This design comes from an exercise in tuning for small area on the open sky130 flow, not from production work.
Only simulation tests tie the RTL to the original design; equivalence was not proved.
Power and IR drop assume default switching activity.

==> flow/design.v <==
`timescale 1ns / 1ps
module Debouncer(rst, clk, button, press);
    input rst, clk, button;
    output reg press;
    reg state;
    reg in, in_0;
    reg [11:0] cnt;
    wire hit = (cnt == 12'h9c6);
    always @(posedge clk) begin
        in_0 <= button;
        in <= in_0;
        press <= !hit && !state && in;
        if (state) state <= !hit && !rst;
        else state <= !hit && in;
        if (hit || !state) cnt <= 12'd1;
        else cnt <= {cnt[10:0], cnt[11] ^ cnt[10]};
    end
endmodule
`timescale 1ns / 1ps
module top(rst, clk, start, btnU, btnR, btnD, btnL, seg, an, led, hsync, vsync, red, green, blue);
    input rst, start, clk, btnU, btnR, btnD, btnL;
    output reg [7:0] seg;
    output [3:0] an;
    output reg [7:0] led;
    output wire hsync;
    output wire vsync;
    output reg [2:0] red;
    output reg [2:0] green;
    output reg [1:0] blue;
    function automatic ule(input [10:0] a, input [10:0] b);
        integer n;
        reg r;
        begin
            r = 1'b1;
            for (n = 0; n < 11; n = n + 1) r = (~a[n] & b[n]) | ((~a[n] | b[n]) & r);
            ule = r;
        end
    endfunction
    function automatic ult(input [10:0] a, input [10:0] b);
        integer n;
        reg r;
        begin
            r = 1'b0;
            for (n = 0; n < 11; n = n + 1) r = (~a[n] & b[n]) | ((~a[n] | b[n]) & r);
            ult = r;
        end
    endfunction
    function automatic slt(input [10:0] a, input [10:0] b);
        slt = ult({~a[10], a[9:0]}, {~b[10], b[9:0]});
    endfunction
    reg rst1, rst2, start1, start2;
    always @(posedge clk) begin
        rst1 <= rst;
        rst2 <= rst1;
        start1 <= start;
        start2 <= start1;
    end
    wire RST = rst1 ^ rst2;
    wire NEW_START = start1 ^ start2;
    reg [6:0] c100;
    reg [5:0] c50;
    reg [3:0] c12;
    reg clk_1;
    wire w100 = (c100 == 7'h5d);
    wire w50 = w100 && (c50 == 6'd49);
    always @(posedge clk) begin
        if (RST) begin
            c100 <= 7'd1;
            c50 <= 0;
            c12 <= 0;
            clk_1 <= 0;
        end else begin
            c100 <= w100 ? 7'd1 : {c100[5:0], c100[6] ^ c100[5]};
            if (w100) c50 <= (c50 == 6'd49) ? 6'd0 : c50 + 6'd1;
            if (w50) c12 <= (c12 == 4'd11) ? 4'd0 : c12 + 4'd1;
            clk_1 <= w50 && (c12 == 4'd11);
        end
    end
    wire fast_tick = !RST && w100 && !c50[0];
    wire blink_clk = c12[0];
    wire pU, pD, pL, pR;
    Debouncer DEBOUNCEU(.rst(RST), .clk(clk), .button(btnU), .press(pU));
    Debouncer DEBOUNCED(.rst(RST), .clk(clk), .button(btnD), .press(pD));
    Debouncer DEBOUNCER(.rst(RST), .clk(clk), .button(btnR), .press(pR));
    Debouncer DEBOUNCEL(.rst(RST), .clk(clk), .button(btnL), .press(pL));
    reg game_state, START;
    reg [1:0] blue_st;           
    wire display_blue = (blue_st == 2'd3);
    reg go3;                     
    reg game_over1;              
    wire game_over = game_over1 | go3;
    reg [10:0] posX, posY, pig_growth;
    reg [7:0] score;
    reg [3:0] sc1, sc2;          
    reg new_round, veg_consumed;
    wire is_fifth_round = (score != 0) &&
        (score[7] ? (sc1 == 4'd2 || sc1 == 4'd7) : (sc1 == 4'd0 || sc1 == 4'd5));
    reg [3:0] count_s;
    always @(posedge clk) begin
        if (RST || new_round) begin
            count_s <= 4'd15;
            game_over1 <= 0;
        end else if (game_state && clk_1) begin
            if (count_s == 0) game_over1 <= 1;
            else count_s <= count_s - 4'd1;
        end
    end
    wire ge10 = (count_s >= 4'd10);
    wire [3:0] s1 = {3'b000, ge10};
    wire [3:0] s0 = ge10 ? count_s - 4'd10 : count_s;
    reg up2, down2, left2, right2;
    reg ld_v, ld_vert, ld_neg;   
    reg [9:0] em;                
    reg em_neg;                  
    wire [10:0] em11 = {1'b0, em};
    wire [10:0] k = 11'd50 + em11;
    wire [10:0] g = 11'd50 + pig_growth;
    wire [10:0] posX_end = posX + g;
    wire [10:0] posY_end = posY + g;
    wire [10:0] pYm = posY - k;
    wire [10:0] pYp = posY + k;
    wire [10:0] pXm = posX - k;
    wire [10:0] pXp = posX + k;
    wire [10:0] pYep = posY_end + k;
    wire [10:0] pXep = posX_end + k;
    wire uv = !slt(pYm, 11'd5);
    wire dv = !slt(11'd479, pYep);
    wire rv = !slt(11'd639, pXep);
    wire lv = !slt(pXm, 11'd5);
    wire s_up = up2 & uv;
    wire s_dn = ~s_up & down2 & dv;
    wire s_rt = ~s_up & ~s_dn & right2 & rv;
    wire s_lf = ~s_up & ~s_dn & ~s_rt & left2 & lv;
    wire vert = s_up | s_dn;
    wire any_move = vert | s_rt | s_lf;
    wire [10:0] candM = s_up ? pYm : s_dn ? pYp : s_rt ? pXp : pXm;
    wire [10:0] cX = vert ? posX : candM;
    wire [10:0] cY = vert ? candM : posY;
    reg [9:0] sX, sY, vX, vY;
    wire [10:0] sXlo = {1'b0, sX} - g;
    wire [10:0] sYlo = {1'b0, sY} - g;
    wire [10:0] sXhi = {1'b0, sX} + 11'd60;
    wire [10:0] sYhi = {1'b0, sY} + 11'd60;
    wire [10:0] vXlo = {1'b0, vX} - g;
    wire [10:0] vYlo = {1'b0, vY} - g;
    wire [10:0] vXhi = {1'b0, vX} + 11'd60;
    wire [10:0] vYhi = {1'b0, vY} + 11'd60;
    wire hit_snack = slt(sYlo, cY) && slt(cY, sYhi) && slt(sXlo, cX) && slt(cX, sXhi);
    wire hit_veg = slt(vYlo, cY) && slt(cY, vYhi) && slt(vXlo, cX) && slt(cX, vXhi);
    wire eat_veg = ~hit_snack & hit_veg & is_fifth_round & ~veg_consumed;
    wire negdir = s_up | s_lf;
    wire [10:0] adjM = (negdir & hit_snack) ? -11'd8 : (negdir & eat_veg) ? 11'd32 : 11'd0;
    wire [10:0] adjP = hit_snack ? -11'd4 : eat_veg ? 11'd16 : 11'd0;
    wire [10:0] emp = em_neg ? -em11 : em11;
    wire [10:0] newM = candM + adjM;
    wire [10:0] newP = (vert ? posX : posY) + emp + adjP;
    wire turn = ld_v && (ld_vert ? (pL || pR) : (pU || pD));
    always @(posedge clk) begin
        if (RST) begin
            ld_v <= 0;
            up2 <= 0;
            down2 <= 0;
            left2 <= 0;
            right2 <= 0;
        end else begin
            up2 <= pU;
            down2 <= pD;
            left2 <= pL;
            right2 <= pR;
            if (right2 && rv) begin
                ld_v <= 1; ld_vert <= 0; ld_neg <= 1;
            end else if (left2 && lv) begin
                ld_v <= 1; ld_vert <= 0; ld_neg <= 0;
            end else if (down2 && dv) begin
                ld_v <= 1; ld_vert <= 1; ld_neg <= 1;
            end else if (up2 && uv) begin
                ld_v <= 1; ld_vert <= 1; ld_neg <= 0;
            end
        end
        em <= turn ? pig_growth[10:1] : 10'd0;
        em_neg <= ld_neg;
    end
    always @(posedge clk) begin
        if (RST) begin
            posY <= 250;
            posX <= 300;
            pig_growth <= 0;
            new_round <= 0;
            score <= 0;
            sc1 <= 0;
            sc2 <= 0;
            veg_consumed <= 0;
        end else if (!game_over && game_state) begin
            if (any_move) begin
                if (hit_snack) begin
                    new_round <= 1;
                    veg_consumed <= 0;
                    score <= score + 8'd1;
                    if (sc2 == 4'd12 && sc1 == 4'd7) begin
                        sc2 <= 0;
                        sc1 <= 0;
                    end else if (sc1 == 4'd9) begin
                        sc2 <= sc2 + 4'd1;
                        sc1 <= 0;
                    end else begin
                        sc1 <= sc1 + 4'd1;
                    end
                    pig_growth <= pig_growth + 11'd8;
                end else if (eat_veg) begin
                    veg_consumed <= 1;
                    pig_growth <= pig_growth - 11'd32;
                end
                posX <= vert ? newP : newM;
                posY <= vert ? newM : newP;
            end else begin
                new_round <= 0;
            end
        end
    end
    wire [9:0] pigX = posX[9:0];
    wire [9:0] pigY = posY[9:0];
    wire [9:0] pigXe = posX_end[9:0];
    wire [9:0] pigYe = posY_end[9:0];
    wire [9:0] pg10 = pig_growth[9:0];
    wire [10:0] P60 = {1'b0, pg10} + 11'd60;
    function automatic [19:0] place(input [9:0] x, input [9:0] y, input [9:0] cx, input [9:0] cy,
                                    input [10:0] p60);
        reg rel, up_ok, dn_ok, lf_ok, rt_ok;
        reg [11:0] ex, ey;
        reg [9:0] nx, ny;
        begin
            ex = {2'b00, x} - {1'b0, p60};
            ey = {2'b00, y} - {1'b0, p60};
            rel = !ex[11] && ule(ex[10:0], {1'b0, cx}) && ule({1'b0, cx}, {1'b0, x} + 11'd50) &&
                  !ey[11] && ule(ey[10:0], {1'b0, cy}) && ule({1'b0, cy}, {1'b0, y} + 11'd50);
            up_ok = (cy < 10'd50) || (cy > 10'd55);
            dn_ok = cy < 10'd369;
            lf_ok = (cx < 10'd50) || (cx > 10'd55);
            rt_ok = cx < 10'd529;
            nx = cx;
            ny = cy;
            if (rel) begin
                if (up_ok) ny = cy - 10'd50;
                else if (dn_ok) ny = cy + 10'd50;
                else if (lf_ok) nx = cx - 10'd50;
                else if (rt_ok) nx = cx + 10'd50;
            end
            place = {nx, ny};
        end
    endfunction
    reg [9:0] scX, scY, vcX, vcY;
    wire [19:0] s_n = place(sX, sY, scX, scY, P60);
    wire [19:0] v_n = place(pigX, pigY, vcX, vcY, P60);
    wire place_now = START || new_round;
    always @(posedge clk) begin
        if (RST) begin
            sX <= 0;
            sY <= 0;
            scX <= 5;
            scY <= 5;
            vX <= 0;
            vY <= 0;
            vcX <= 300;
            vcY <= 300;
        end else if (place_now) begin
            {scX, scY} <= s_n;
            {sX, sY} <= s_n;
            {vcX, vcY} <= v_n;
            {vX, vY} <= v_n;
        end else begin
            scX <= (scX == 10'd579) ? 10'd5 : scX + 10'd1;
            scY <= (scY == 10'd419) ? 10'd5 : scY + 10'd1;
            vcX <= (vcX == 10'd579) ? 10'd5 : vcX + 10'd1;
            vcY <= (vcY == 10'd419) ? 10'd5 : vcY + 10'd1;
        end
    end
    reg [31:0] trailX, trailY;
    reg [3:0] tempX, tempY;
    reg first_move;
    reg [2:0] np;
    wire [11:0] pe12 = {2'b00, pg10} + {2'b00, em};
    wire [11:0] tyd = {2'b00, pigY} + pe12;
    wire [11:0] txd = {2'b00, pigX} + pe12;
    wire [10:0] em55 = 11'd55 + em11;
    wire t_ok = (up2 && ule(em55, {1'b0, pigY})) || (down2 && tyd <= 12'd379) ||
                (right2 && txd <= 12'd539) || (left2 && ule(em55, {1'b0, pigX}));
    wire t_move = !game_over && game_state && t_ok;
    wire np_wrap = (np == 3'd7) || (score[7:2] == 6'd0 && np == {score[1:0], 1'b0});
    wire [3:0] wX = first_move ? tempX : 4'd6;
    wire [3:0] wY = first_move ? tempY : 4'd5;
    integer i;
    always @(posedge clk) begin
        if (RST) begin
            trailX <= 32'hffffffff;
            trailY <= 32'hffffffff;
            np <= 0;
            tempX <= 0;
            tempY <= 0;
            first_move <= 0;
        end else if (t_move) begin
            if (!first_move) begin
                first_move <= 1;
                if (left2) begin
                    tempX <= 4'd5; tempY <= 4'd5;
                end else if (right2) begin
                    tempX <= 4'd7; tempY <= 4'd5;
                end else if (up2) begin
                    tempX <= 4'd6; tempY <= 4'd4;
                end else if (down2) begin
                    tempX <= 4'd6; tempY <= 4'd6;
                end
            end else if (up2) tempY <= tempY - 4'd1;
            else if (down2) tempY <= tempY + 4'd1;
            else if (right2) tempX <= tempX + 4'd1;
            else if (left2) tempX <= tempX - 4'd1;
            for (i = 0; i < 8; i = i + 1)
                if (np == i) begin
                    trailX[4*i +: 4] <= wX;
                    trailY[4*i +: 4] <= wY;
                end
            np <= np_wrap ? 3'd0 : np + 3'd1;
        end
    end
    reg [15:0] ovX, ovY;
    integer t;
    always @(*) begin
        for (t = 0; t < 16; t = t + 1) begin
            ovX[t] = ({2'b00, pigX} > 12'd50 * t && {2'b00, pigX} < 12'd50 * t + 12'd50) ||
                     ({2'b00, pigXe} > 12'd50 * t && {2'b00, pigXe} < 12'd50 * t + 12'd50) ||
                     ({2'b00, pigX} <= 12'd50 * t && {2'b00, pigXe} >= 12'd50 * t + 12'd50);
            ovY[t] = ({2'b00, pigY} > 12'd50 * t && {2'b00, pigY} < 12'd50 * t + 12'd50) ||
                     ({2'b00, pigYe} > 12'd50 * t && {2'b00, pigYe} < 12'd50 * t + 12'd50) ||
                     ({2'b00, pigY} <= 12'd50 * t && {2'b00, pigYe} >= 12'd50 * t + 12'd50);
        end
    end
    reg hit_trail;
    always @(*) begin
        hit_trail = 0;
        for (i = 0; i < 8; i = i + 1)
            hit_trail = hit_trail | (ovX[trailX[4*i +: 4]] & ovY[trailY[4*i +: 4]]);
    end
    always @(posedge clk) begin
        if (!RST) led <= game_over ? 8'd0 : score;
        if (RST) begin
            game_state <= 0;
            START <= 0;
            go3 <= 0;
            blue_st <= 0;
        end else begin
            if (clk_1) begin
                if (blue_st == 2'd2) blue_st <= 2'd3;
                else if (game_over && game_state && blue_st != 2'd3) blue_st <= blue_st + 2'd1;
            end
            if (game_state) begin
                START <= 0;
                go3 <= hit_trail;
            end else if (NEW_START) begin
                game_state <= 1;
                START <= 1;
            end
        end
    end
    reg [1:0] digit;
    always @(posedge clk) begin
        if (RST) digit <= 0;
        else if (fast_tick) digit <= digit + 2'd1;
    end
    assign an = ~(4'b0001 << digit);
    wire [3:0] dval = game_over ? (digit[0] ? sc2 : sc1) : (digit[0] ? s1 : s0);
    reg [7:0] dseg;
    always @(*) begin
        case (dval)
            4'd0: dseg = ~8'b00111111;
            4'd1: dseg = ~8'b00000110;
            4'd2: dseg = ~8'b01011011;
            4'd3: dseg = ~8'b01001111;
            4'd4: dseg = ~8'b01100110;
            4'd5: dseg = ~8'b01101101;
            4'd6: dseg = ~8'b01111101;
            4'd7: dseg = ~8'b00000111;
            4'd8: dseg = ~8'b01111111;
            4'd9: dseg = ~8'b01100111;
            default: dseg = 8'hff;
        endcase
        if (RST || (game_over && blink_clk) || digit[1]) seg = 8'hff;
        else seg = dseg;
    end
    reg [9:0] hx, vy;
    always @(posedge clk) begin
        if (RST) begin
            hx <= 10'd880;
            vy <= 10'd993;
        end else if (hx != 10'd655) begin
            hx <= hx + 10'd1;
        end else begin
            hx <= 10'd880;
            vy <= (vy != 10'd489) ? vy + 10'd1 : 10'd993;
        end
    end
    assign hsync = !(hx >= 10'd880 && hx <= 10'd975);
    assign vsync = !(vy == 10'd993 || vy == 10'd994);
    wire hA = hx < 10'd656;      
    wire vA = vy < 10'd490;      
    function automatic h_ge(input [9:0] h, input a, input [9:0] x);
        h_ge = (x < 10'd880) ? (a & ule({1'b0, x}, {1'b0, h})) : (a | ule({1'b0, x}, {1'b0, h}));
    endfunction
    function automatic h_le(input [9:0] h, input a, input [9:0] x);
        h_le = (x < 10'd880) ? (!a | ule({1'b0, h}, {1'b0, x})) : (!a & ule({1'b0, h}, {1'b0, x}));
    endfunction
    function automatic v_ge(input [9:0] v, input a, input [9:0] y);
        v_ge = (y < 10'd993) ? (a & ule({1'b0, y}, {1'b0, v})) : (a | ule({1'b0, y}, {1'b0, v}));
    endfunction
    function automatic v_le(input [9:0] v, input a, input [9:0] y);
        v_le = (y < 10'd993) ? (!a | ule({1'b0, v}, {1'b0, y})) : (!a & ule({1'b0, v}, {1'b0, y}));
    endfunction
    wire [9:0] dsx = hx - sX;
    wire [9:0] dsy = vy - sY;
    wire [9:0] dvx = hx - vX;
    wire [9:0] dvy = vy - vY;
    wire in_snack = dsx <= 10'd60 && !(sX >= 10'd820 && sX <= 10'd879) &&
                    dsy <= 10'd60 && !(sY >= 10'd933 && sY <= 10'd992);
    wire in_veg = dvx <= 10'd60 && !(vX >= 10'd820 && vX <= 10'd879) &&
                  dvy <= 10'd60 && !(vY >= 10'd933 && vY <= 10'd992);
    wire in_pig = h_ge(hx, hA, pigX) && h_le(hx, hA, pigXe) && v_ge(vy, vA, pigY) && v_le(vy, vA, pigYe);
    reg [15:0] colm, rowm;
    always @(*) begin
        for (t = 0; t < 16; t = t + 1) begin
            colm[t] = (t < 14) && ({1'b0, hx} >= 11'd50 * t) && ({1'b0, hx} <= 11'd50 * t + 11'd50);
            rowm[t] = (t < 10) && ({1'b0, vy} >= 11'd50 * t) && ({1'b0, vy} <= 11'd50 * t + 11'd50);
        end
    end
    reg show_trail;
    always @(*) begin
        show_trail = 0;
        for (i = 0; i < 8; i = i + 1)
            show_trail = show_trail | (colm[trailX[4*i +: 4]] & rowm[trailY[4*i +: 4]]);
    end
    reg dPig, dSnack, dVeg, dFart;
    always @(posedge clk) begin
        dPig <= in_pig;
        dSnack <= in_snack;
        dVeg <= is_fifth_round && !veg_consumed && in_veg;
        dFart <= show_trail;
    end
    wire eyes = ((hx >= 10'd205 && hx <= 10'd255) || (hx >= 10'd389 && hx <= 10'd439)) && vy >= 10'd125 && vy <= 10'd175;
    wire lips = hx >= 10'd55 && hx <= 10'd589 && vy >= 10'd225 && vy <= 10'd275;
    wire frown = ((hx >= 10'd55 && hx <= 10'd105) || (hx >= 10'd539 && hx <= 10'd589)) && vy >= 10'd275 && vy <= 10'd325;
    always @(*) begin
        if (vy < 10'd480 && hx < 10'd640) begin
            if (game_over && game_state && display_blue) begin
                if (eyes || lips || frown) begin
                    red = 3'b111; green = 3'b111; blue = 2'b11;
                end else begin
                    red = 3'b000; green = 3'b000; blue = 2'b11;
                end
            end else if (dPig) begin
                red = 3'b111; green = 3'b000; blue = 2'b11;
            end else if (game_state && dSnack) begin
                red = 3'b000; green = 3'b000; blue = 2'b11;
            end else if (game_state && dVeg) begin
                red = 3'b000; green = 3'b111; blue = 2'b00;
            end else if (game_state && dFart) begin
                red = 3'b111; green = 3'b100; blue = 2'b00;
            end else begin
                red = 3'b111; green = 3'b111; blue = 2'b11;
            end
        end else begin
            red = 0; green = 0; blue = 0;
        end
    end
endmodule
==> flow/run.sh <==
#!/bin/bash
# synth_recipe.tcl (not shown) runs the flow's synth.tcl, then flattens the netlist and writes it again
# the make line also repeats each setting of config.mk as NAME=value (left out here)
make -C /OpenROAD-flow-scripts/flow DESIGN_CONFIG=/design/flow/config.mk WORK_HOME=/design/flow/orfs CLKGATE_MAP_FILE= SYNTH_SCRIPT=/design/flow/synth_recipe.tcl finish
==> flow/config.mk <==
export PLATFORM = sky130hd
export DESIGN_NAME = top
export DESIGN_NICKNAME = top
export VERILOG_FILES = /design/flow/design.v
export SDC_FILE = /design/flow/constraint.sdc
export NUM_CORES = 4
export LEC_CHECK = 0
export ABC_AREA = 1
export CAP_MARGIN = 20
export CORE_MARGIN = 2
export CORE_UTILIZATION = 40
export PLACE_DENSITY = 0.6
export SLEW_MARGIN = 20
==> flow/constraint.sdc <==
create_clock -name core_clock -period 12.0 [get_ports {clk}]
set_input_delay 2.4000 -clock core_clock [delete_from_list [all_inputs] [get_ports {clk}]]
set_output_delay 2.4000 -clock core_clock [all_outputs]
set_load 0.01 [all_outputs]
==> results of run 1 <==
==> cell type report <==
| type | instances | share of cell area |
|---|---|---|
| Sequential cell | 350 | 0.177 |
| Multi-Input combinational cell | 4498 | 0.644 |
| Inverter | 846 | 0.0794 |
| Clock inverter | 18 | 0.00737 |
| Clock buffer | 65 | 0.0348 |
| Timing Repair Buffer | 98 | 0.0205 |
| Tap cell | 1186 | 0.0370 |
==> registers in the layout, indices dropped and copies added (netlist names), 10 cells and up <==
name and cells:
vY 10, sX 10, sY 10, posX 11, DEBOUNCER.cnt 12, hx 10, DEBOUNCEU.cnt 12, vX 10
vcY 10, vcX 10, DEBOUNCED.cnt 12, scX 10, DEBOUNCEL.cnt 12, scY 10, posY 11, vy 10
trailY 32, trailX 32
==> worst reg2reg max path: cells and delay by family, from the launching register on <==
kind                       cells  cell delay [ps]
and+or+nand+nor               30             3370
buffers and inverters         11             1940
adders and majority gates      5             1830
xor gates and xnor gates       4             1350
AOI/OAI and AO/OA              6              710
DFF                            1              310
==> layer usage <==
metal  vias up  wire (um)  global-route usage
met2      1967      62200               0.460
met4         0       6520               0.124
met3       382      14700              0.0619
met1     18900      65700               0.425
li1      19800          -                   -
met5         -          0                   0
==> worst paths after layout <==
path,endpoint,slack (ps),cells after the start
setup / recovery,posY[10]$_SDFFE_PP0P_,2280,56
hold / removal,DEBOUNCED.in$_DFF_P_,320,0
setup reg to reg,posY[10]$_SDFFE_PP0P_,2280,56
hold reg to reg,DEBOUNCED.in$_DFF_P_,320,0
==> cell families (layout without fill, tap and decap cells) <==
| group | after synthesis | after routing | synth area share |
|---|---|---|---|
| AOI/OAI and AO/OA | 1478 | 1478 | 0.243 |
| xor gates and xnor gates | 222 | 222 | 0.0527 |
| adders and majority gates | 321 | 321 | 0.114 |
| buffers and inverters | 1054 | 1027 | 0.109 |
| DFF | 350 | 350 | 0.193 |
| muxes | 3 | 3 | 0.000882 |
| other | 1 | 1 | 0.000102 |
| and+or+nand+nor | 2473 | 2473 | 0.287 |
==> power groups by stage <==
stage          Sequential, mW  Combinational, mW  Clock [mW]
2_1_floorplan            1.48               5.70           0
3_3_place_gp             1.56               8.45           0
3_5_place_dp             1.56               8.41           0
4_1_cts                  1.54               8.46        1.57
5_1_grt                  1.56               9.55        1.61
6_report                 1.55               8.79        1.54
==> stage by stage <==
step	hold slack (ps)	total power, mW	area, um^2	utilization
finish	316	11.9	40100	0.438
CTS	317	11.6	40100	0.438
global route	320	12.7	40100	0.438
detailed placement	312	9.97	38400	0.419
global placement	310	10.0	38400	0.419
floorplan	310	7.18	36900	-
==> cells in the final DEF (no fill, tap or decap), types with 33 or more instances in the layout <==
cell,netlist,layout
sky130_fd_sc_hd__a31oi_1,44,44
sky130_fd_sc_hd__or2_2,33,33
sky130_fd_sc_hd__o21ai_0,444,444
sky130_fd_sc_hd__clkbuf_16,0,49
sky130_fd_sc_hd__nand4_1,77,77
sky130_fd_sc_hd__xor2_1,172,171
sky130_fd_sc_hd__nor2_1,531,529
sky130_fd_sc_hd__clkdlybuf4s50_1,0,35
sky130_fd_sc_hd__buf_4,9,63
sky130_fd_sc_hd__o221ai_1,47,47
sky130_fd_sc_hd__inv_1,806,805
sky130_fd_sc_hd__o21bai_1,50,50
sky130_fd_sc_hd__nor3_1,80,80
sky130_fd_sc_hd__ha_1,291,291
sky130_fd_sc_hd__o211ai_1,185,185
sky130_fd_sc_hd__dfxtp_1,340,340
sky130_fd_sc_hd__a21oi_1,439,438
sky130_fd_sc_hd__nand3_1,393,393
sky130_fd_sc_hd__xnor2_1,50,49
sky130_fd_sc_hd__nand2_1,1244,1243
sky130_fd_sc_hd__nor4_1,34,34
sky130_fd_sc_hd__o22ai_1,46,46
==> impl_metrics.toml, run 1 <==
[outcome]
status = "no timing/DRC/antenna violations"

[clocking]
max-clock-path-buffers = 3
cts_post_setup_buffers_inserted = 0
root_buffer = "sky130_fd_sc_hd__clkbuf_16"
post_cts_hold_buffer_count = 0
cts.sink_count = 350
cts.htree.levels = 2
cts_made_buffers = 47
clkLatencyLatePin_ps = 650
cts_repair_resize_count = 0
clkTransAtPathRegs_ps = 60
cts_tree = "yes"

[floorplan]
placementRows = 111
i_o_pins = 37
die_area_mm2 = 0.0947
initial_utilization = 0.403
die_width_um = 308
floorplan.core_area_mm2 = 0.0915
die_y_um = 308

[synthesis]
synthArstFlopShare = 0
mapped_avg_cell_area_um2 = 6.25
synth_sequential_area_ratio = 0.193
synth_edf_count = 10
synth_top_cell_area_share = 0.185
total_number_of_yosys_warnings = 2
synthesis.area_mm2 = 0.0369
dominantRegCellSynth = "sky130_fd_sc_hd__dfxtp_1"
synthMostInstantiatedCell = "sky130_fd_sc_hd__nand2_1"
post_synth_cell_types = 82
synth.largest_area_cell = "sky130_fd_sc_hd__dfxtp_1"
syn_inst = 5902
synth.top_cells.by_count = "1244 x sky130_fd_sc_hd__nand2_1, 806 x sky130_fd_sc_hd__inv_1, 531 x sky130_fd_sc_hd__nor2_1"
netlist_top_cells_area = "sky130_fd_sc_hd__dfxtp_1 18%, sky130_fd_sc_hd__nand2_1 13%, sky130_fd_sc_hd__ha_1 9.9%, sky130_fd_sc_hd__inv_1 8.2%, sky130_fd_sc_hd__o21ai_0 6.0%"
synth-seq-cells = 350

[sta]
tightestPinTransition_ps = 1160
slew_headroom = 0.221
sum_of_negative_setup_slack_ps = 0
final_min_period_over_clock_period = 0.810
fmax_ghz = 0.103
clock_skew_ps = 42.8
fin_ws_ps = 2280
slew_violations = 0
timing.final.setup_violations = 0
timing.final.hold_violations = 0
rsz0062_at_grt = "false"
layout_min_cycle_time_ps = 9720

[power]
cellInternalPower_mw = 4.82
power_switching_share = 0.594
power_share_of_the_sequential_group = 0.130
leakagePower_nw = 18.9
power-per-cell-area_mw_per_mm2 = 296
irDropWorstVdd_mv = 0.246
switchingPower_mw = 7.06
p_comb_frac = 0.740
clock_power_share = 0.129

[routing]
drtPass1Iterations = 6
routedWlPerCell_um = 21.1
drt_iter0_drc = 4913
route.antenna.remaining_nets = 0
post-route-drc-count = 0
drt_wl_total_um = 149000
vias = 41000
vias_per_cell = 5.81

[final_layout]
layout-drive-gt1-share = 0.0436
regArea_mm2 = 0.00711
num-fill-cells = 9701
areaGrowthSynthToFinish_pct = 8.66
multiInputGateArea_mm2 = 0.0258
insertedDiodeCount = 0
instances_no_fill = 7061
finalNetCount = 6164

[place]
placed_cells = 6978
place.gp.congestion = 1.05
detailed_place_hpwl_um = 114000
detailedPlace.worstSlack_ps = 2520
port-buffer-count = 35

[global_routing]
grt_first_pass_wirelength_um = 226000
grt.total_usage = 0.306
grt_max_degree = 75
number_of_global_route_vias_before_repair = 37400
globalRoute.totalOverflow = 0
grt_antenna_before_repair = 2

[critical_path]
critical_path.most_common_cell = "sky130_fd_sc_hd__nand2_1"
worst_r2r_start = "pig_growth[4]$_SDFFE_PP0P_"
critical_path_peak_fanout = 32
crit_family = "simple AND/OR/NAND/NOR gates"
critical_path.slowest_cell = "sky130_fd_sc_hd__xor2_1"
timing.critical_path.buf_inv = 11
startpoint = "pig_growth[4]$_SDFFE_PP0P_"
setup.worst_path.end_class = "flop"
timing.critical_path.arrival_ps = 10190
cp.required_ps = 12470
critPathLaunchType = "flop"
critPathKind = "flop to flop"
worst_path_largest_cell_delay_ps = 790

[worst_hold_path]
hold_path_class = "flop to flop"
worst_hold_startpoint = "DEBOUNCED.in_0$_DFF_P_"

[run]
max_cap_viol_count = 0
==> inputs of run 2 (changes only) <==
--- a/flow/design.v
+++ b/flow/design.v
@@ -114,15 +114,22 @@
     reg em_neg;                  
     wire [10:0] em11 = {1'b0, em};
     wire [10:0] k = 11'd50 + em11;
+    wire [10:0] e100 = 11'd100 + em11;
     wire [10:0] g = 11'd50 + pig_growth;
-    wire [10:0] posX_end = posX + g;
-    wire [10:0] posY_end = posY + g;
-    wire [10:0] pYm = posY - k;
+    wire [10:0] vXs = {1'b0, posX[9:0]} + {1'b0, pig_growth[9:0]};
+    wire [10:0] vYs = {1'b0, posY[9:0]} + {1'b0, pig_growth[9:0]};
+    wire [9:0] pigXe = vXs[9:0] + 10'd50;
+    wire [9:0] pigYe = vYs[9:0] + 10'd50;
+    wire [11:0] uX = {1'b0, vXs} + {1'b0, e100};    
+    wire [11:0] uY = {1'b0, vYs} + {1'b0, e100};
+    wire [11:0] mX = {2'b00, posX[9:0]} - {1'b0, k};   
+    wire [11:0] mY = {2'b00, posY[9:0]} - {1'b0, k};
+    wire [10:0] pYm = {mY[10] ^ posY[10], mY[9:0]};
+    wire [10:0] pXm = {mX[10] ^ posX[10], mX[9:0]};
+    wire [10:0] pYep = {uY[10] ^ posY[10] ^ pig_growth[10], uY[9:0]};
+    wire [10:0] pXep = {uX[10] ^ posX[10] ^ pig_growth[10], uX[9:0]};
     wire [10:0] pYp = posY + k;
-    wire [10:0] pXm = posX - k;
     wire [10:0] pXp = posX + k;
-    wire [10:0] pYep = posY_end + k;
-    wire [10:0] pXep = posX_end + k;
     wire uv = !slt(pYm, 11'd5);
     wire dv = !slt(11'd479, pYep);
     wire rv = !slt(11'd639, pXep);
@@ -219,15 +226,12 @@
     end
     wire [9:0] pigX = posX[9:0];
     wire [9:0] pigY = posY[9:0];
-    wire [9:0] pigXe = posX_end[9:0];
-    wire [9:0] pigYe = posY_end[9:0];
     wire [9:0] pg10 = pig_growth[9:0];
     wire [10:0] P60 = {1'b0, pg10} + 11'd60;
-    function automatic [19:0] place(input [9:0] x, input [9:0] y, input [9:0] cx, input [9:0] cy,
+    function automatic [3:0] place(input [9:0] x, input [9:0] y, input [9:0] cx, input [9:0] cy,
                                     input [10:0] p60);
         reg rel, up_ok, dn_ok, lf_ok, rt_ok;
         reg [11:0] ex, ey;
-        reg [9:0] nx, ny;
         begin
             ex = {2'b00, x} - {1'b0, p60};
             ey = {2'b00, y} - {1'b0, p60};
@@ -237,21 +241,22 @@
             dn_ok = cy < 10'd369;
             lf_ok = (cx < 10'd50) || (cx > 10'd55);
             rt_ok = cx < 10'd529;
-            nx = cx;
-            ny = cy;
-            if (rel) begin
-                if (up_ok) ny = cy - 10'd50;
-                else if (dn_ok) ny = cy + 10'd50;
-                else if (lf_ok) nx = cx - 10'd50;
-                else if (rt_ok) nx = cx + 10'd50;
-            end
-            place = {nx, ny};
+            place = {rel && !up_ok && !dn_ok && lf_ok, rel && !up_ok && !dn_ok && !lf_ok && rt_ok,
+                     rel && up_ok, rel && !up_ok && dn_ok};
         end
     endfunction
     reg [9:0] scX, scY, vcX, vcY;
-    wire [19:0] s_n = place(sX, sY, scX, scY, P60);
-    wire [19:0] v_n = place(pigX, pigY, vcX, vcY, P60);
+    wire [3:0] s_mv = place(sX, sY, scX, scY, P60);
+    wire [3:0] v_mv = place(pigX, pigY, vcX, vcY, P60);
     wire place_now = START || new_round;
+    function automatic [9:0] step(input [9:0] c, input pl, input minus, input plus, input wrap);
+        step = (!pl && wrap) ? 10'd5 :
+               c + (!pl ? 10'd1 : minus ? 10'd974 : plus ? 10'd50 : 10'd0);
+    endfunction
+    wire [9:0] scX_n = step(scX, place_now, s_mv[3], s_mv[2], scX == 10'd579);
+    wire [9:0] scY_n = step(scY, place_now, s_mv[1], s_mv[0], scY == 10'd419);
+    wire [9:0] vcX_n = step(vcX, place_now, v_mv[3], v_mv[2], vcX == 10'd579);
+    wire [9:0] vcY_n = step(vcY, place_now, v_mv[1], v_mv[0], vcY == 10'd419);
     always @(posedge clk) begin
         if (RST) begin
             sX <= 0;
@@ -262,28 +267,25 @@
             vY <= 0;
             vcX <= 300;
             vcY <= 300;
-        end else if (place_now) begin
-            {scX, scY} <= s_n;
-            {sX, sY} <= s_n;
-            {vcX, vcY} <= v_n;
-            {vX, vY} <= v_n;
         end else begin
-            scX <= (scX == 10'd579) ? 10'd5 : scX + 10'd1;
-            scY <= (scY == 10'd419) ? 10'd5 : scY + 10'd1;
-            vcX <= (vcX == 10'd579) ? 10'd5 : vcX + 10'd1;
-            vcY <= (vcY == 10'd419) ? 10'd5 : vcY + 10'd1;
+            scX <= scX_n;
+            scY <= scY_n;
+            vcX <= vcX_n;
+            vcY <= vcY_n;
+            if (place_now) begin
+                sX <= scX_n;
+                sY <= scY_n;
+                vX <= vcX_n;
+                vY <= vcY_n;
+            end
         end
     end
     reg [31:0] trailX, trailY;
     reg [3:0] tempX, tempY;
     reg first_move;
     reg [2:0] np;
-    wire [11:0] pe12 = {2'b00, pg10} + {2'b00, em};
-    wire [11:0] tyd = {2'b00, pigY} + pe12;
-    wire [11:0] txd = {2'b00, pigX} + pe12;
-    wire [10:0] em55 = 11'd55 + em11;
-    wire t_ok = (up2 && ule(em55, {1'b0, pigY})) || (down2 && tyd <= 12'd379) ||
-                (right2 && txd <= 12'd539) || (left2 && ule(em55, {1'b0, pigX}));
+    wire t_ok = (up2 && !mY[11] && mY[10:0] >= 11'd5) || (down2 && uY <= 12'd479) ||
+                (right2 && uX <= 12'd639) || (left2 && !mX[11] && mX[10:0] >= 11'd5);
     wire t_move = !game_over && game_state && t_ok;
     wire np_wrap = (np == 3'd7) || (score[7:2] == 6'd0 && np == {score[1:0], 1'b0});
     wire [3:0] wX = first_move ? tempX : 4'd6;
==> run 2 against run 1 <==
Net effect: still clean on timing, DRC and antenna; worst setup slack better by 270 ps; total power grew 7.7%; non-clock buffer count is 6 lower; register-to-register slack better by 270 ps; cell area is 1.8% lower; sequential share of layout area rose by 0.33 points; fmax increased by 2.9%; flip-flop and latch count unchanged; via count decreased by 2.4%; die area is 1.9% lower; global-route usage about the same; combinational power rose by 9.2%.
==> impl_metrics.toml, run 2 <==
[power]
p_total_mw = 12.8
power_share_of_the_sequential_group = 0.136
leakagePower_nw = 19.0
irDropWorstVdd_mv = 0.175
cellInternalPower_mw = 5.13
p_comb_frac = 0.751
clock_power_share = 0.113
power-per-cell-area_mw_per_mm2 = 325
power_switching_share = 0.599
switchingPower_mw = 7.66

[critical_path]
timing.critical_path.arrival_ps = 10020
timing.reg2reg.setup_slack_ps = 2550
worst_path_largest_cell_delay_ps = 690
timing.rr.end = "posX[10]$_SDFFE_PP0P_"
worst_r2r_start = "posY[4]$_SDFFE_PP1P_"
cp.depth = 53
critPathLaunchType = "flop"
critical_path.most_common_cell = "sky130_fd_sc_hd__nand2_1"
critPathKind = "flop to flop"
critical_path_peak_fanout = 44
critical_path.slowest_cell = "sky130_fd_sc_hd__dfxtp_1"
reg2reg_depth = 53
setup.worst_path.end_class = "flop"
cp.required_ps = 12570
timing.critical_path.buf_inv = 6
startpoint = "posY[4]$_SDFFE_PP1P_"
crit_family = "simple AND/OR/NAND/NOR gates"

[sta]
rsz0062_at_grt = "false"
holdWs_ps = 325
layout_min_cycle_time_ps = 9450
slew_headroom = 0.208
timing.final.hold_violations = 0
fin_ws_ps = 2550
fmax_ghz = 0.106
final_min_period_over_clock_period = 0.788
slew_violations = 0
clock_skew_ps = 79.1
tightestPinTransition_ps = 1180
timing.final.setup_violations = 0
sum_of_negative_setup_slack_ps = 0

[synthesis]
area_share_of_and_or_nand_nor_cells_after_synthesis = 0.293
synth-seq-cells = 350
synth_top_cell_area_share = 0.188
total_number_of_yosys_warnings = 2
synth.largest_area_cell = "sky130_fd_sc_hd__dfxtp_1"
synth_edf_count = 10
post_synthesis_share_of_cell_area_spent_on_full_adders_half_adders_and_majority_gates = 0.119
synth.top_cells.by_count = "1160 x sky130_fd_sc_hd__nand2_1, 827 x sky130_fd_sc_hd__inv_1, 645 x sky130_fd_sc_hd__nor2_1"
post_synth_cell_types = 78
synth-xor-area-share = 0.0494
synth.area.mux_share = 0.000311
syn_inst = 5816
synth-compound-area-share = 0.230
synth_top_family_by_area = "simple AND/OR/NAND/NOR gates"
synthMostInstantiatedCell = "sky130_fd_sc_hd__nand2_1"
dominantRegCellSynth = "sky130_fd_sc_hd__dfxtp_1"
synthArstFlopShare = 0
mapped_avg_cell_area_um2 = 6.22
synth_sequential_area_ratio = 0.196
netlist_top_cells_area = "sky130_fd_sc_hd__dfxtp_1 19%, sky130_fd_sc_hd__nand2_1 12%, sky130_fd_sc_hd__ha_1 10%, sky130_fd_sc_hd__inv_1 8.6%, sky130_fd_sc_hd__nor2_1 6.7%"
synthesis.area_mm2 = 0.0362

[floorplan]
i_o_pins = 37
die_y_um = 305
initial_utilization = 0.403
die_width_um = 305
floorplan.core_area_mm2 = 0.0899
die_area_mm2 = 0.0929
placementRows = 110

[place]
port-buffer-count = 35
placed_cells = 6915
detailedPlace.worstSlack_ps = 2690
total_placed_instance_area_mm2 = 0.0378
detailed_place_hpwl_um = 114000
place.gp.congestion = 1.04

[final_layout]
final_common_cell = "sky130_fd_sc_hd__nand2_1"
finalNetCount = 6119
layout_common_cells = "1159 x sky130_fd_sc_hd__nand2_1, 826 x sky130_fd_sc_hd__inv_1, 643 x sky130_fd_sc_hd__nor2_1"
fin_area_mm2 = 0.0394
instances_no_fill = 6998
layout-drive-gt1-share = 0.0395
utilization = 0.438
reg.largest.list = "trailX x32, trailY x32"
areaGrowthSynthToFinish_pct = 8.74

[clocking]
clkTransAtPathRegs_ps = 60
clkLatencyLatePin_ps = 660
max-clock-path-buffers = 3
cts_made_buffers = 44
root_buffer = "sky130_fd_sc_hd__clkbuf_16"
cts_tree = "yes"
cts.sink_count = 350
cts_repair_resize_count = 0
post_cts_hold_buffer_count = 0
cts.htree.levels = 2
cts_post_setup_buffers_inserted = 0

[routing]
post-route-drc-count = 0
vias_per_cell = 5.73
drt_iter0_drc = 4001
route.antenna.remaining_nets = 0
routedWlPerCell_um = 21.0
drtPass1Iterations = 8
drt_wl_total_um = 147000
vias = 40100

[global_routing]
globalRoute.totalOverflow = 0
number_of_global_route_vias_before_repair = 37100
grt.total_usage = 0.306
grt_antenna_before_repair = 7
grt_max_degree = 80
grt_first_pass_wirelength_um = 222000

[worst_hold_path]
hold_depth = 0
worstHoldEndpoint = "DEBOUNCEU.in$_DFF_P_"
hold_path_class = "flop to flop"
worst_hold_startpoint = "DEBOUNCEU.in_0$_DFF_P_"

[outcome]
status = "no timing/DRC/antenna violations"

[run]
max_cap_viol_count = 0
## run 2: changes by cell type after synthesis, sizes merged, moves of 8 or more
cell	delta
a21oi	-49
a31oi	+11
clkbuf	-25
inv	+23
nand2	-88
nand3	-10
nand3b	+12
nor2	+112
o221ai	-13
o311ai	-17
o31ai	-8
o41ai	-10
xor2	-12
## run 2: layer usage
layer  track usage  part of all wire
met3        0.0518             0.081
met4         0.164             0.058
met1         0.385              0.41
met5             0           0.00029
met2         0.498              0.45
## run 2: worst max-delay path by stage
stage | to | slack (ps)
2_1_floorplan | posX[10]$_SDFFE_PP0P_ | 4850
3_3_place_gp | posX[10]$_SDFFE_PP0P_ | 2840
3_5_place_dp | posX[10]$_SDFFE_PP0P_ | 2690
4_1_cts | posX[10]$_SDFFE_PP0P_ | 2720
5_1_grt | posX[10]$_SDFFE_PP0P_ | 1560
6_report | posX[10]$_SDFFE_PP0P_ | 2550
## run 2: logic make-up (layout without fill, tap and decap cells)
logic type               Yosys count  after routing
AO/OA/AOI/OAI                   1388           1388
XOR/XNOR                         204            204
adder cells (fa/ha/maj)          328            328
buffers and inverters           1048           1035
flip-flops                       350            350
multiplexers                       1              1
other                              2             21
AND/OR/NAND/NOR                 2495           2495
## run 2: power by group through the flow
stage	Sequential [mW]	Clock (mW)	Combinational (mW)
after CTS	1.73	1.49	9.28
after global placement	1.75	0	9.25
final	1.74	1.45	9.60
after global routing	1.76	1.53	10.5
after detailed placement	1.75	0	9.23
after floorplan	1.57	0	6.50
## run 2: cell type report
cell class	instances	area, um^2
inverters	863	3240
multi-input cells	4435	25200
diodes	2	5.00
clock inverters	20	318
well taps	1176	1470
fillers	9664	50500
repair buffers	92	778
flip-flops and latches	350	7110
clock buffers	60	1250
==> inputs of run 3 (changes only) <==
==> flow/flow/run.sh (new file) <==
#!/bin/bash
set -uo pipefail
W=$PWD
rm -rf "$W/scripts_area"
cp -r "$FLOW_HOME/scripts" "$W/scripts_area"
cp "$W/flow/abc_area.script" "$W/scripts_area/abc_area.script"
export SCRIPTS_DIR="$W/scripts_area"
bash "$W/standard.sh" finish > "$W/standard_flow.log" 2>&1
status=$?
tail -40 "$W/standard_flow.log"
exit $status
==> flow/flow/abc_area.script (new file) <==
strash
&get -n
&fraig -x
&put
scorr
dc2
strash
&get -n
&synch2
&put
dc2
strash
dch -f
map -a
mfs2
strash
&get -n
&synch2
&put
dc2
strash
dch -f
map -a
mfs2
strash
dch -f
map -a
topo
dnsize -c
==> flow/standard.sh (new file) <==
#!/bin/bash
# synth_recipe.tcl (not shown) runs the flow's synth.tcl, then flattens the netlist and writes it again
# the make line also repeats each setting of config.mk as NAME=value (left out here)
make -C /OpenROAD-flow-scripts/flow DESIGN_CONFIG=/design/flow/config.mk WORK_HOME=/design/flow/orfs CLKGATE_MAP_FILE= SYNTH_SCRIPT=/design/flow/synth_recipe.tcl "${@:-finish}"
removed: flow/run.sh
==> run 3 against run 2 <==
Net effect: still clean; non-clock buffer count is 2 lower; combinational power decreased by 62%; critical path depth is 6 lower; clock skew decreased by 41 ps; worst setup slack worse by 930 ps; utilization rose by 1.2 points; sequential power shrank 13%; first-iteration DRC count decreased by 4.2%; largest cell class unchanged; largest power group unchanged.
==> impl_metrics.toml, run 3 <==
[routing]
vias = 36400
drt_wl_total_um = 133000
drt_iter0_drc = 3832
route.antenna.remaining_nets = 0
vias_per_cell = 5.92
routedWlPerCell_um = 21.7
drtPass1Iterations = 6
post-route-drc-count = 0

[synthesis]
mapped_avg_cell_area_um2 = 6.60
synth_sequential_area_ratio = 0.220
synth.largest_area_cell = "sky130_fd_sc_hd__dfxtp_1"
netlist_top_cells_area = "sky130_fd_sc_hd__dfxtp_1 21%, sky130_fd_sc_hd__ha_1 11%, sky130_fd_sc_hd__clkinv_1 9.4%, sky130_fd_sc_hd__a21oi_1 8.6%, sky130_fd_sc_hd__o21ai_0 8.4%"
dominantRegCellSynth = "sky130_fd_sc_hd__dfxtp_1"
synthMostInstantiatedCell = "sky130_fd_sc_hd__clkinv_1"
synthesis.area_mm2 = 0.0323
synth_top_cell_area_share = 0.211
synthArstFlopShare = 0
syn_inst = 4899
synth-seq-cells = 350
synth.top_cells.by_count = "808 x sky130_fd_sc_hd__clkinv_1, 694 x sky130_fd_sc_hd__nor2_1, 557 x sky130_fd_sc_hd__a21oi_1"
post_synth_cell_types = 52
synth_edf_count = 10
total_number_of_yosys_warnings = 2

[final_layout]
utilization = 0.450
fin_area_mm2 = 0.0361
final_common_cell = "sky130_fd_sc_hd__clkinv_1"
layout-drive-gt1-share = 0.0315
multiInputGateArea_mm2 = 0.0222
reg.largest.list = "trailX x32, trailY x32"
layout_common_cells = "807 x sky130_fd_sc_hd__clkinv_1, 689 x sky130_fd_sc_hd__nor2_1, 557 x sky130_fd_sc_hd__a21oi_1"
num-fill-cells = 8480
instances_no_fill = 6146
regArea_mm2 = 0.00711
finalNetCount = 5381
areaGrowthSynthToFinish_pct = 11.8

[critical_path]
critical_path.most_common_cell = "sky130_fd_sc_hd__clkinv_1"
reg2reg_depth = 47
timing.critical_path.arrival_ps = 10820
worst_r2r_start = "em[4]$_SDFF_PN0_"
timing.rr.end = "posX[10]$_SDFFE_PP0P_"
cp.required_ps = 12440
critPathLaunchType = "flop"
critPathKind = "flop to flop"
setup.worst_path.end_class = "flop"
timing.reg2reg.setup_slack_ps = 1620
startpoint = "em[4]$_SDFF_PN0_"
critical_path.slowest_cell = "sky130_fd_sc_hd__nor2_1"
worst_path_largest_cell_delay_ps = 620
critical_path_peak_fanout = 11

[run]
max_cap_viol_count = 0

[place]
placed_cells = 6061
detailed_place_hpwl_um = 104000
total_placed_instance_area_mm2 = 0.0345
place.gp.congestion = 1.01
port-buffer-count = 35
detailedPlace.worstSlack_ps = 1920

[clocking]
clkTransAtPathRegs_ps = 60
root_buffer = "sky130_fd_sc_hd__clkbuf_16"
cts_repair_resize_count = 0
cts.sink_count = 350
post_cts_hold_buffer_count = 0
clkLatencyLatePin_ps = 640
max-clock-path-buffers = 3
cts_post_setup_buffers_inserted = 0
cts_made_buffers = 45
cts_tree = "yes"
cts.htree.levels = 2

[floorplan]
die_width_um = 288
die_area_mm2 = 0.0831
floorplan.core_area_mm2 = 0.0803
die_y_um = 288
initial_utilization = 0.402
i_o_pins = 37
placementRows = 104

[power]
leakagePower_nw = 13.7
p_total_mw = 6.70
power-per-cell-area_mw_per_mm2 = 185
irDropWorstVdd_mv = 0.168

[sta]
holdWs_ps = 327
timing.final.setup_violations = 0
sum_of_negative_setup_slack_ps = 0
clock_skew_ps = 37.7
slew_headroom = 0.160
tightestPinTransition_ps = 1260
fin_ws_ps = 1620
layout_min_cycle_time_ps = 10380
timing.final.hold_violations = 0
fmax_ghz = 0.0963
slew_violations = 0
rsz0062_at_grt = "false"
final_min_period_over_clock_period = 0.865

[global_routing]
grt_antenna_before_repair = 3
globalRoute.totalOverflow = 0
grt_max_degree = 62
grt_first_pass_wirelength_um = 202000
grt.total_usage = 0.314
number_of_global_route_vias_before_repair = 33100

[worst_hold_path]
worstHoldEndpoint = "DEBOUNCER.in$_DFF_P_"
hold_depth = 0
hold_path_class = "flop to flop"
worst_hold_startpoint = "DEBOUNCER.in_0$_DFF_P_"

[outcome]
status = "no timing/DRC/antenna violations"
## run 3: cell count changes after synthesis, sizes merged, moves of 40 or more
cell    delta
o22ai     +67
o21ai     +77
a22oi     +44
inv      -845
nand4     -53
o211ai   -143
clkbuf   -147
nand2    -679
a21oi    +164
nor2      +40
nand3    -205
clkinv   +790
## run 3: cell type report
class,instances,share of cell area
multi-input cells,3753,0.616
inverters,808,0.0841
diodes,1,0.0000693
repair buffers,90,0.0211
clock inverters,25,0.0100
flip-flops and latches,350,0.197
well taps,1060,0.0367
clock buffers,59,0.0354
## run 3: critical path: cells and delay by family (launching register included)
family | cells | cell delay (ps)
AOI/OAI and AO/OA | 18 | 2780
xor gates and xnor gates | 3 | 730
adders and majority gates | 4 | 1610
buffers and inverters | 10 | 2160
DFF | 1 | 520
and+or+nand+nor | 12 | 2430
## run 3: power by group
group          switching, mW  total, mW  internal [mW]
registers              0.211       1.51           1.30
logic                   2.55       3.68           1.13
clock network          0.617       1.51          0.891
## run 3: worst max path at each step
stage,to,slack (ps),cells after the start
floorplan,posY[10]$_SDFFE_PP0P_,1940,50
global placement,posX[10]$_SDFFE_PP0P_,2150,47
detailed placement,posX[10]$_SDFFE_PP0P_,1920,47
CTS,posX[10]$_SDFFE_PP0P_,1890,47
global route,posX[10]$_SDFFE_PP0P_,720,47
finish,posX[10]$_SDFFE_PP0P_,1620,47
## run 3: kinds of logic after synthesis
family                   Yosys count  share of synthesized area
flip-flops                       350                      0.220
XOR/XNOR                         202                     0.0548
other                              2                   0.000232
adder cells (fa/ha/maj)          328                      0.134
buffers and inverters            813                     0.0950
AND/OR/NAND/NOR                 1536                      0.195
AO/OA/AOI/OAI                   1668                      0.302
## run 3: metal layers
metal  global-route usage  routed length (um)
met1                0.439               58700
met2                0.467               55000
met3               0.0656               13300
met4                0.129                6060
met5                    0                  57
==> inputs of run 4 (changes only) <==
--- a/flow/flow/run.sh
+++ b/flow/flow/run.sh
@@ -5,6 +5,7 @@
 cp -r "$FLOW_HOME/scripts" "$W/scripts_area"
 cp "$W/flow/abc_area.script" "$W/scripts_area/abc_area.script"
 export SCRIPTS_DIR="$W/scripts_area"
+export ADDER_MAP_FILE=
 bash "$W/standard.sh" finish > "$W/standard_flow.log" 2>&1
 status=$?
 tail -40 "$W/standard_flow.log"
==> flow/flow/abc_area.script (replaced) <==
strash
&get -n
&fraig -x
&put
scorr
dc2
strash
&get -n
&deepsyn -T 240
&put
dc2
strash
dch -f
map -a
mfs2
strash
dch -f
map -a
topo
dnsize -c
==> flow/config.mk (replaced) <==
export PLATFORM = sky130hd
export DESIGN_NAME = top
export DESIGN_NICKNAME = top
export VERILOG_FILES = /design/flow/design.v
export SDC_FILE = /design/flow/constraint.sdc
export NUM_CORES = 4
export LEC_CHECK = 0
export ABC_AREA = 1
export CAP_MARGIN = 0
export CORE_MARGIN = 2
export CORE_UTILIZATION = 50
export CTS_CLUSTER_DIAMETER = 80
export CTS_CLUSTER_SIZE = 30
export PLACE_DENSITY = 0.65
export SLEW_MARGIN = 0
==> run 4 against run 3 <==
Net effect: final cell count down 7.2%; the layout now fails its checks (max-capacitance violations, max-slew violations); synthesized cell count is 2.2% lower; clock-buffer cell count down 29; global-route usage increased by 10 points; utilization up 11 points.
==> impl_metrics.toml, run 4 <==
[final_layout]
reg.largest.list = "trailX x32, trailY x32"
num-fill-cells = 5795
multiInputGateArea_mm2 = 0.0186
layout-drive-gt1-share = 0.0309
finalNetCount = 4931
utilization = 0.557
final_common_cell = "sky130_fd_sc_hd__nor2_1"
areaGrowthSynthToFinish_pct = 9.95
fin_area_mm2 = 0.0315
layout_common_cells = "1049 x sky130_fd_sc_hd__nor2_1, 779 x sky130_fd_sc_hd__clkinv_1, 680 x sky130_fd_sc_hd__nand2_1"
regArea_mm2 = 0.00711

[power]
leakagePower_nw = 11.4
power-per-cell-area_mw_per_mm2 = 286
irDropWorstVdd_mv = 0.159

[place]
total_placed_instance_area_mm2 = 0.0304
place.gp.congestion = 1.08
detailedPlace.worstSlack_ps = 1030
port-buffer-count = 35
detailed_place_hpwl_um = 99500

[critical_path]
critPathLaunchType = "flop"
reg2reg_depth = 71
critical_path.most_common_cell = "sky130_fd_sc_hd__nand2_1"
critical_path_peak_fanout = 17
timing.critical_path.arrival_ps = 11170
cp.required_ps = 12520
worst_path_largest_cell_delay_ps = 430
setup.worst_path.end_class = "flop"
critPathKind = "flop to flop"
critical_path.slowest_cell = "sky130_fd_sc_hd__dfxtp_2"

[synthesis]
total_number_of_yosys_warnings = 2
synth_sequential_area_ratio = 0.248
post_synth_cell_types = 59
netlist_top_cells_area = "sky130_fd_sc_hd__dfxtp_1 24%, sky130_fd_sc_hd__nor2_1 14%, sky130_fd_sc_hd__clkinv_1 10%, sky130_fd_sc_hd__nand2_1 8.9%, sky130_fd_sc_hd__o21ai_0 7.4%"
dominantRegCellSynth = "sky130_fd_sc_hd__dfxtp_1"
synthMostInstantiatedCell = "sky130_fd_sc_hd__nor2_1"
synthesis.area_mm2 = 0.0286
syn_inst = 4793
synth.top_cells.by_count = "1052 x sky130_fd_sc_hd__nor2_1, 782 x sky130_fd_sc_hd__clkinv_1, 681 x sky130_fd_sc_hd__nand2_1"
synth_top_cell_area_share = 0.238
synthArstFlopShare = 0
synth-seq-cells = 350
synth.largest_area_cell = "sky130_fd_sc_hd__dfxtp_1"
mapped_avg_cell_area_um2 = 5.97
synth_edf_count = 10

[sta]
clock_skew_ps = 57.0
holdWs_ps = 335
layout_min_cycle_time_ps = 10650
slew_headroom = -0.0319
timing.final.hold_violations = 0
tightestPinTransition_ps = 1530
slew_violations = 16
final_min_period_over_clock_period = 0.888
sum_of_negative_setup_slack_ps = 0
timing.final.setup_violations = 0
fin_ws_ps = 1350
rsz0062_at_grt = "false"
fmax_ghz = 0.0939

[global_routing]
grt_max_degree = 46
grt_antenna_before_repair = 3
number_of_global_route_vias_before_repair = 32300
grt.total_usage = 0.415
grt_first_pass_wirelength_um = 192000
globalRoute.totalOverflow = 0

[floorplan]
die_y_um = 243
floorplan.core_area_mm2 = 0.0565
die_width_um = 243
i_o_pins = 37
placementRows = 87
die_area_mm2 = 0.0592
initial_utilization = 0.507

[clocking]
post_cts_hold_buffer_count = 0
root_buffer = "sky130_fd_sc_hd__clkbuf_16"
max-clock-path-buffers = 3
cts_made_buffers = 27
clkLatencyLatePin_ps = 640
cts_post_setup_buffers_inserted = 0
clkTransAtPathRegs_ps = 100
cts.sink_count = 350
cts.htree.levels = 1
cts_repair_resize_count = 0
cts_tree = "yes"

[worst_hold_path]
hold_path_class = "flop to flop"
hold_depth = 0

[run]
max_cap_viol_count = 2

[routing]
post-route-drc-count = 0
drt_wl_total_um = 128000
drtPass1Iterations = 9
route.antenna.remaining_nets = 0
vias_per_cell = 6.32
vias = 36000
drt_iter0_drc = 4689
routedWlPerCell_um = 22.4

[outcome]
failed_layout_checks = "max-capacitance violations, max-slew violations"
status = "failed layout checks"
-- run 4: cell types whose count changed after synthesis, moves of 26 or more --
cell,delta
sky130_fd_sc_hd__clkinv_1,-26
sky130_fd_sc_hd__nand3_1,-32
sky130_fd_sc_hd__a22oi_1,+65
sky130_fd_sc_hd__o22ai_1,+26
sky130_fd_sc_hd__o21bai_1,-33
sky130_fd_sc_hd__xor2_1,-63
sky130_fd_sc_hd__fa_1,-30
sky130_fd_sc_hd__nand2_1,+187
sky130_fd_sc_hd__nor2_1,+358
sky130_fd_sc_hd__o21ai_0,-119
sky130_fd_sc_hd__a21oi_1,-237
sky130_fd_sc_hd__ha_1,-296
-- run 4: area by class of cell --
cell class	count	area share
multi-input cells	3656	0.590
well taps	756	0.0301
repair buffers	107	0.0283
inverters	782	0.0935
clock inverters	19	0.00930
diodes	2	0.000159
flip-flops and latches	350	0.226
clock buffers	30	0.0225
-- run 4: cells by family (layout without fill, tap and decap cells) --
group / count (synthesis) / count (layout) / synth area share
compound gates: 1404 / 1404 / 0.304
fa+ha+maj: 11 / 11 / 0.00385
other cells: 1 / 3 / 0.000131
buf+inv: 787 / 938 / 0.104
simple gates: 2090 / 2090 / 0.294
mux: 1 / 1 / 0.000350
xor+xnor: 149 / 149 / 0.0456
flops: 350 / 350 / 0.248
-- run 4: worst max-delay path: cells and delay by family, from the launching register on --
| kind | cells | cell delay [ps] |
|---|---|---|
| buffers and inverters | 12 | 2020 |
| and+or+nand+nor | 35 | 4690 |
| xor gates and xnor gates | 3 | 670 |
| AOI/OAI and AO/OA | 21 | 2690 |
| DFF | 1 | 430 |
-- run 4: through the flow --
step                std cells  total power [mW]
floorplan                4793              5.47
global placement         5651              7.71
finish                   5702              9.01
global route             5700              9.47
detailed placement       5651              7.63
CTS                      5700              8.67
-- run 4: worst paths after layout --
check             slack (ps)                    end              startpoint
setup reg to reg        1350  posX[10]$_SDFFE_PP0P_    posY[4]$_SDFFE_PP1P_
hold / removal           340   DEBOUNCER.in$_DFF_P_  DEBOUNCER.in_0$_DFF_P_
hold reg to reg          340   DEBOUNCER.in$_DFF_P_  DEBOUNCER.in_0$_DFF_P_
setup / recovery        1350  posX[10]$_SDFFE_PP0P_    posY[4]$_SDFFE_PP1P_
-- run 4: power by group --
part | leakage, nW | internal [mW] | switching, mW
Combinational | 8.04 | 1.78 | 4.72
Clock | 0.475 | 0.471 | 0.558
Sequential | 2.87 | 1.29 | 0.189
-- run 4: routing by layer --
metal,GRT usage,up-vias,wire (um)
met3,0.124,438,17000
li1,-,16900,-
met5,0,-,25
met4,0.198,4,7170
met1,0.562,16400,51900
met2,0.600,2325,51400
==> inputs of run 5 (changes only) <==
--- a/flow/design.v
+++ b/flow/design.v
@@ -5,14 +5,14 @@
     reg state;
     reg in, in_0;
     reg [11:0] cnt;
-    wire hit = (cnt == 12'h9c6);
+    wire hit = &cnt;
     always @(posedge clk) begin
         in_0 <= button;
         in <= in_0;
         press <= !hit && !state && in;
         if (state) state <= !hit && !rst;
         else state <= !hit && in;
-        if (hit || !state) cnt <= 12'd1;
+        if (hit || !state) cnt <= 12'h215;
         else cnt <= {cnt[10:0], cnt[11] ^ cnt[10]};
     end
 endmodule
@@ -57,20 +57,19 @@
     end
     wire RST = rst1 ^ rst2;
     wire NEW_START = start1 ^ start2;
-    reg [6:0] c100;
+    reg [9:0] hx, vy;
     reg [5:0] c50;
     reg [3:0] c12;
     reg clk_1;
-    wire w100 = (c100 == 7'h5d);
+    wire w100 = hx == 10'd979 || hx == 10'd55 || hx == 10'd155 || hx == 10'd255 ||
+                hx == 10'd355 || hx == 10'd455 || hx == 10'd555 || hx == 10'd655;
     wire w50 = w100 && (c50 == 6'd49);
     always @(posedge clk) begin
         if (RST) begin
-            c100 <= 7'd1;
             c50 <= 0;
             c12 <= 0;
             clk_1 <= 0;
         end else begin
-            c100 <= w100 ? 7'd1 : {c100[5:0], c100[6] ^ c100[5]};
             if (w100) c50 <= (c50 == 6'd49) ? 6'd0 : c50 + 6'd1;
             if (w50) c12 <= (c12 == 4'd11) ? 4'd0 : c12 + 4'd1;
             clk_1 <= w50 && (c12 == 4'd11);
@@ -387,7 +386,6 @@
         if (RST || (game_over && blink_clk) || digit[1]) seg = 8'hff;
         else seg = dseg;
     end
-    reg [9:0] hx, vy;
     always @(posedge clk) begin
         if (RST) begin
             hx <= 10'd880;
==> flow/flow/abc_area.script (replaced) <==
strash
&get -n
&fraig -x
&put
scorr
dc2
strash
&get -n
&deepsyn -T 60
&put
dc2
strash
dch -f
map -a
mfs2
strash
dch -f
map -a
topo
dnsize -c
==> flow/config.mk (replaced) <==
export PLATFORM = sky130hd
export DESIGN_NAME = top
export DESIGN_NICKNAME = top
export VERILOG_FILES = /design/flow/design.v
export SDC_FILE = /design/flow/constraint.sdc
export NUM_CORES = 4
export LEC_CHECK = 0
export ABC_AREA = 1
export CAP_MARGIN = 10
export CORE_MARGIN = 2
export CORE_UTILIZATION = 55
export CTS_CLUSTER_DIAMETER = 80
export CTS_CLUSTER_SIZE = 30
export PLACE_DENSITY = 0.7
export SLEW_MARGIN = 10
==> run 5 against run 4 <==
Net effect: the run now finishes clean; area after synthesis decreased by 0.83%; largest cell class unchanged; global-route usage grew 3.9 points; fmax decreased by 2.3%.
==> impl_metrics.toml, run 5 <==
[global_routing]
grt_first_pass_wirelength_um = 188000
number_of_global_route_vias_before_repair = 31800
globalRoute.totalOverflow = 0
grt_antenna_before_repair = 8
grt_max_degree = 62
grt.total_usage = 0.454

[run]
max_cap_viol_count = 0

[critical_path]
timing.rr.end = "posY[10]$_SDFFE_PP0P_"
worst_r2r_start = "posY[1]$_SDFFE_PP1P_"
setup.worst_path.end_class = "flop"
cp.required_ps = 12550
critical_path.most_common_cell = "sky130_fd_sc_hd__nor2_1"
critPathKind = "flop to flop"
critical_path.slowest_cell = "sky130_fd_sc_hd__nor2_1"
critical_path_peak_fanout = 23
timing.critical_path.arrival_ps = 11460
worst_path_largest_cell_delay_ps = 600
timing.reg2reg.setup_slack_ps = 1090
reg2reg_depth = 58
critPathLaunchType = "flop"

[clocking]
cts_tree = "yes"
clkTransAtPathRegs_ps = 100
clkLatencyLatePin_ps = 660
cts_made_buffers = 29
post_cts_hold_buffer_count = 0
max-clock-path-buffers = 3
cts_repair_resize_count = 0
cts.htree.levels = 1
root_buffer = "sky130_fd_sc_hd__clkbuf_16"
cts.sink_count = 343
cts_post_setup_buffers_inserted = 0

[synthesis]
total_number_of_yosys_warnings = 2
synthArstFlopShare = 0
dominantRegCellSynth = "sky130_fd_sc_hd__dfxtp_1"
synth_sequential_area_ratio = 0.245
synth.largest_area_cell = "sky130_fd_sc_hd__dfxtp_1"
synthMostInstantiatedCell = "sky130_fd_sc_hd__nor2_1"
synth_top_cell_area_share = 0.235
syn_inst = 4783
synthesis.area_mm2 = 0.0284
post_synth_cell_types = 55
synth-seq-cells = 343
netlist_top_cells_area = "sky130_fd_sc_hd__dfxtp_1 23%, sky130_fd_sc_hd__nor2_1 14%, sky130_fd_sc_hd__clkinv_1 10%, sky130_fd_sc_hd__nand2_1 9.5%, sky130_fd_sc_hd__o21ai_0 7.6%"
synth_edf_count = 10
synth.top_cells.by_count = "1035 x sky130_fd_sc_hd__nor2_1, 766 x sky130_fd_sc_hd__clkinv_1, 715 x sky130_fd_sc_hd__nand2_1"
mapped_avg_cell_area_um2 = 5.93

[sta]
holdWs_ps = 338
fmax_ghz = 0.0917
sum_of_negative_setup_slack_ps = 0
clock_skew_ps = 48.0
timing.final.hold_violations = 0
timing.final.setup_violations = 0
layout_min_cycle_time_ps = 10910
rsz0062_at_grt = "false"
slew_violations = 0
tightestPinTransition_ps = 1400
slew_headroom = 0.0554
final_min_period_over_clock_period = 0.909

[power]
p_total_mw = 9.20
irDropWorstVdd_mv = 0.207
power-per-cell-area_mw_per_mm2 = 294
leakagePower_nw = 11.5

[routing]
post-route-drc-count = 0
drtPass1Iterations = 9
uppermost_metal_layer_occupied_by_signal_nets = "met5"
routedLengthMet1_um = 49300
drt_wl_total_um = 126000
vias_per_cell = 6.48
routedWlPerCell_um = 22.5
vias = 36300
met3_length_um = 20200
met2RoutedLength_um = 47400
route.antenna.remaining_nets = 0
drt_iter0_drc = 5850

[final_layout]
final_common_cell = "sky130_fd_sc_hd__nor2_1"
multiInputGateArea_mm2 = 0.0185
utilization = 0.611
layout_common_cells = "1035 x sky130_fd_sc_hd__nor2_1, 765 x sky130_fd_sc_hd__clkinv_1, 714 x sky130_fd_sc_hd__nand2_1"
num-fill-cells = 5011
finalNetCount = 4907
instances_no_fill = 5603
regArea_mm2 = 0.00697
layout-drive-gt1-share = 0.0297
areaGrowthSynthToFinish_pct = 10.2
reg.largest.list = "trailX x32, trailY x32"

[floorplan]
floorplan.core_area_mm2 = 0.0512
i_o_pins = 37
placementRows = 83
die_area_mm2 = 0.0534
initial_utilization = 0.554
die_width_um = 231
die_y_um = 231

[worst_hold_path]
worst_hold_startpoint = "DEBOUNCEU.in_0$_DFF_P_"
hold_path_class = "flop to flop"
hold_depth = 0
worstHoldEndpoint = "DEBOUNCEU.in$_DFF_P_"

[place]
port-buffer-count = 35
placed_cells = 5549
place.gp.congestion = 1.14
detailed_place_hpwl_um = 96700

[outcome]
status = "no timing/DRC/antenna violations"
run 5: cell types whose count changed after synthesis, sizes merged, moves of 8 or more:
cell    before   now
a22oi      116    98
nand2      681   715
nor4        28    18
nor2      1052  1035
xnor2       45    36
clkinv     782   766
or2         15    30
a21oi      320   331
o21bai      14     6
run 5: kinds of logic (layout without fill, tap and decap cells):
kind of cell | after synthesis | after routing | share of synthesized area
and+or+nand+nor | 2127 | 2127 | 0.303
xor gates and xnor gates | 145 | 145 | 0.0447
buffers and inverters | 771 | 910 | 0.103
DFF | 343 | 343 | 0.245
AOI/OAI and AO/OA | 1378 | 1378 | 0.298
other | 1 | 2 | 0.000132
adders and majority gates | 18 | 18 | 0.00635
run 5: through the flow:
stage	worst slack [ps]	cell area, um^2
2_1_floorplan	2050	28400
3_3_place_gp	1920	30000
3_5_place_dp	1660	30000
4_1_cts	1560	31300
5_1_grt	34.6	31300
6_report	1090	31300
run 5: worst max-delay path by stage:
stage | from | endpoint | slack, ps | cells after the start
finish | posY[1]$_SDFFE_PP1P_ | posY[10]$_SDFFE_PP0P_ | 1090 | 58
global route | posY[1]$_SDFFE_PP1P_ | posX[10]$_SDFFE_PP0P_ | 30 | 58
CTS | posY[1]$_SDFFE_PP1P_ | posX[10]$_SDFFE_PP0P_ | 1560 | 58
detailed placement | posY[1]$_SDFFE_PP1P_ | posY[10]$_SDFFE_PP0P_ | 1660 | 58
global placement | pig_growth[3]$_SDFFE_PP0P_ | posY[10]$_SDFFE_PP0P_ | 1920 | 58
floorplan | pig_growth[4]$_SDFFE_PP0P_ | posY[10]$_SDFFE_PP0P_ | 2050 | 61
run 5: worst max-delay path, delay by kind of cell (launching register included):
kind / cells / cell delay (ps)
AND/OR/NAND/NOR: 29 / 4640
flip-flops: 1 / 530
buffers and inverters: 8 / 1850
AO/OA/AOI/OAI: 16 / 2940
XOR/XNOR: 5 / 820
run 5: power by group:
| group | internal [mW] | switching (mW) |
|---|---|---|
| clock network | 0.537 | 0.664 |
| logic | 1.75 | 4.71 |
| registers | 1.30 | 0.245 |
run 5: final cells by class:
cell class / count / share of cell area
Timing Repair Buffer: 91 / 0.0246
Clock inverter: 23 / 0.0178
Clock buffer: 30 / 0.0236
Antenna cell: 1 / 0.0000800
Tap cell: 680 / 0.0272
Inverter: 766 / 0.0919
Sequential cell: 343 / 0.223
Multi-Input combinational cell: 3669 / 0.592
run 5: per-layer routing:
metal	vias up	track usage
met2	2749	0.620
met3	625	0.163
met4	12	0.261
li1	16700	-
met1	16200	0.612
met5	-	0

Re-timed with assumed drivers on the ports (clkbuf_16 on the clock, buf_2 on other inputs), run 5 has 1.093 ns of setup slack against 1.093 ns with ideal ports, and 1.093 ns once port delays also move by the mid clock arrival of 0.708 ns.
